From an optimization exercise on the open Yosys and OpenROAD flow, aimed at small area, a short achievable clock period and few clock cycles; shortcuts taken in it are not production practice. Function was checked by simulation only, so behaviour that the tests miss may differ from the original.

Design elc3_core, start of the top module:
module elc3_core
(
    input   logic           clk,
    input   logic           reset,
    input   logic           run,
    input   logic           cont,
    input   logic           step,
    input   logic   [15:0]  start_pc,
    output  logic           halted,
    output  logic           paused,
    output  logic           invalid_op,
    output  logic   [15:0]  pc,
    output  logic   [15:0]  ir,
    output  logic   [15:0]  mem_addr,
    output  logic           mem_oe,
    output  logic           mem_we,
    output  logic   [15:0]  mem_wdata,
    input   logic   [15:0]  mem_rdata,
    input   logic   [7:0]   key_data,
    input   logic           key_valid,
    input   logic           disp_ready,
    output  logic           disp_we,
    output  logic   [7:0]   disp_data
);
Size in the first run: roughly 1900 cells after synthesis, roughly 220 flip-flops, ~130 I/O pins.
export LEC_CHECK = 0
export ABC_AREA = 1
export CAP_MARGIN = 20
export CORE_MARGIN = 2
export CORE_UTILIZATION = 40
export PLACE_DENSITY = 0.6
export SLEW_MARGIN = 20
export TNS_END_PERCENT = 100
create_clock -name core_clock -period 10.0 [get_ports {clk}]
standard.sh (not shown) runs the stock make flow with config.mk's settings and CLKGATE_MAP_FILE= SYNTH_SCRIPT=/design/flow/synth_recipe.tcl, a recipe that flattens the netlist after the stock synthesis.
==> flow/flow/run.sh <==
#!/bin/bash
set -euo pipefail
export SETUP_SLACK_MARGIN=5.6
export BUFFER_PORTS_ARGS="-buffer_cell sky130_fd_sc_hd__buf_2"
bash standard.sh > standard.log 2>&1
Testbench counts at the start, summed over its fixed seeds: cycles 232,092.
Change:
--- a/flow/design.v
+++ b/flow/design.v
@@ -1326,94 +1326,84 @@
     logic        wr_en, cc_en;
     logic [2:0]  wr_a;
     logic [15:0] wr_d;
     assign wr_en = (s_e & e_wr & (~o_mul | mlast)) | s_ml;
     assign cc_en = (s_e & e_cc & (~o_mul | mlast)) | s_ml;
     assign wr_a  = s_ml ? pdr : ((o_jsr | o_trap) ? 3'd7 : IR[11:9]);
     assign wr_d  = eres | ({16{sel_ld}} & mem_in) | ({16{sel_sum}} & sum);
     logic [15:0] PC1;
     inc16 u_inc (.a(PC), .s(PC1));
     logic [15:0] nA, nPC;
-    logic refetch;
-    logic a_start, a_pc1, a_sum, a_pc, a_min, a_vect, a_hold;
-    assign refetch = A == PC;
-    assign a_start = s_halt;
-    assign a_pc1   = (s_f & ~run) | s_ml | (s_ms & ~haltf & ~refetch) |
-                     (s_e & ~o_rti & ~o_trap & ~e_mem & ~e_redirect & (~o_mul | mlast));
-    assign a_sum   = s_e & ~o_rti & ~o_trap & (e_mem | e_redirect);
-    assign a_pc    = s_ms & ~haltf & refetch;
-    assign a_min   = s_mi | s_mt;
-    assign a_vect  = s_e & o_trap;
-    assign a_hold  = ~(a_start | a_pc1 | a_sum | a_pc | a_min | a_vect);
-    assign nPC = ({16{a_start}} & start_pc) | ({16{a_pc1}} & PC1) |
-                 ({16{a_sum & e_redirect}} & sum) | ({16{s_mt}} & mem_in);
-    assign nA = ({16{a_start}} & start_pc) | ({16{a_pc1}} & PC1) | ({16{a_sum}} & sum) |
-                ({16{a_pc}} & PC) | ({16{a_min}} & mem_in) | ({16{a_vect}} & {8'd0, IR[7:0]}) |
-                ({16{a_hold}} & A);
     logic        ld_ir, ld_pc;
     always_comb begin
         n_halt = 1'b0; n_f = 1'b0; n_e = 1'b0; n_p = 1'b0; n_ml = 1'b0;
         n_ms = 1'b0; n_mi = 1'b0; n_mt = 1'b0; n_inv = 1'b0;
+        nA = A;
+        nPC = PC1;
         ld_ir = 1'b0;
         ld_pc = 1'b0;
         if (s_halt) begin
-            ld_pc = 1'b1;
+            nA = start_pc; nPC = start_pc; ld_pc = 1'b1;
             if (run) n_f = 1'b1; else n_halt = 1'b1;
         end
         if (s_f) begin
             ld_ir = 1'b1;
             if (run) n_f = 1'b1;
             else begin
-                ld_pc = 1'b1;
+                nA = PC1; ld_pc = 1'b1;
                 if (step) n_p = 1'b1; else n_e = 1'b1;
             end
         end
         if (s_p) begin
             if (cont) n_e = 1'b1; else n_p = 1'b1;
         end
         if (s_e) begin
             if (o_rti) n_inv = 1'b1;
             else if (o_trap) begin
+                nA = {8'd0, IR[7:0]};
                 n_mt = 1'b1;
             end else if (e_mem) begin
+                nA = sum;
                 ld_ir = 1'b1;
                 if (o_ldi | o_sti) n_mi = 1'b1;
                 else if (o_ld | o_ldr) n_ml = 1'b1;
                 else n_ms = 1'b1;
             end else if (e_redirect) begin
-                ld_pc = 1'b1;
+                nA = sum; nPC = sum; ld_pc = 1'b1;
                 n_f = 1'b1;
             end else if (o_mul & ~mlast) begin
                 n_e = 1'b1;
             end else begin
-                ld_pc = 1'b1; ld_ir = 1'b1;
+                nA = PC1; ld_pc = 1'b1; ld_ir = 1'b1;
                 if (step) n_p = 1'b1; else n_e = 1'b1;
             end
         end
         if (s_ml) begin
-            ld_pc = 1'b1;
+            nA = PC1; ld_pc = 1'b1;
             if (step) n_p = 1'b1; else n_e = 1'b1;
         end
         if (s_ms) begin
             if (haltf) n_halt = 1'b1;
-            else if (refetch) begin
-                n_f = 1'b1;      
+            else if (A == PC) begin
+                nA = PC;     
+                n_f = 1'b1;
             end else begin
-                ld_pc = 1'b1;
+                nA = PC1; ld_pc = 1'b1;
                 if (step) n_p = 1'b1; else n_e = 1'b1;
             end
         end
         if (s_mi) begin
+            nA = mem_in;
             if (pst) n_ms = 1'b1; else n_ml = 1'b1;
         end
         if (s_mt) begin
-            ld_pc = 1'b1;
+            nA = mem_in; nPC = mem_in; ld_pc = 1'b1;
             n_f = 1'b1;
         end
         if (s_inv) begin
             if (cont) n_halt = 1'b1; else n_inv = 1'b1;
         end
     end
     always_ff @(posedge clk) begin
         if (reset) begin
             s_halt <= 1'b1; s_f <= 1'b0; s_e <= 1'b0; s_p <= 1'b0; s_ml <= 1'b0;
             s_ms <= 1'b0; s_mi <= 1'b0; s_mt <= 1'b0; s_inv <= 1'b0;
After rerunning: Final cell count came out higher by roughly a tenth; clock skew went up by 3.0 ps; hold slack hardly moves; wire length increases by roughly a tenth; setup slack gets worse by 120 ps; synthesized cell count climbs by roughly a tenth.
Testbench counts after the change, summed over its fixed seeds: cycles 232,092.

## re-timing with driven ports
In the flow no input, the clock included, has a driving cell. The finished layouts below were timed again as built, in two steps.
Step 1 assumes that a clkbuf_16 drives the clock port and a buf_2 every other input.
Step 2 also shifts input and output timing later by t, the mid clock arrival at the registers, as if the neighbouring blocks saw the same clock.
a / b / c = ideal / step 1 / step 2; a / b = the first two.
run	t (ns)	setup slack, ns	slew at the worst register clock pin (ns)
the first run	0.604	5.721 / 5.721 / 5.311	0.07 / 0.07
the second run	0.611	5.603 / 5.603 / 5.179	0.07 / 0.07
After both steps setup and hold are still met in every run listed. The setup slack of the second run, which loses most, moves by 0.000 ns with the drivers and by -0.424 ns with both steps.
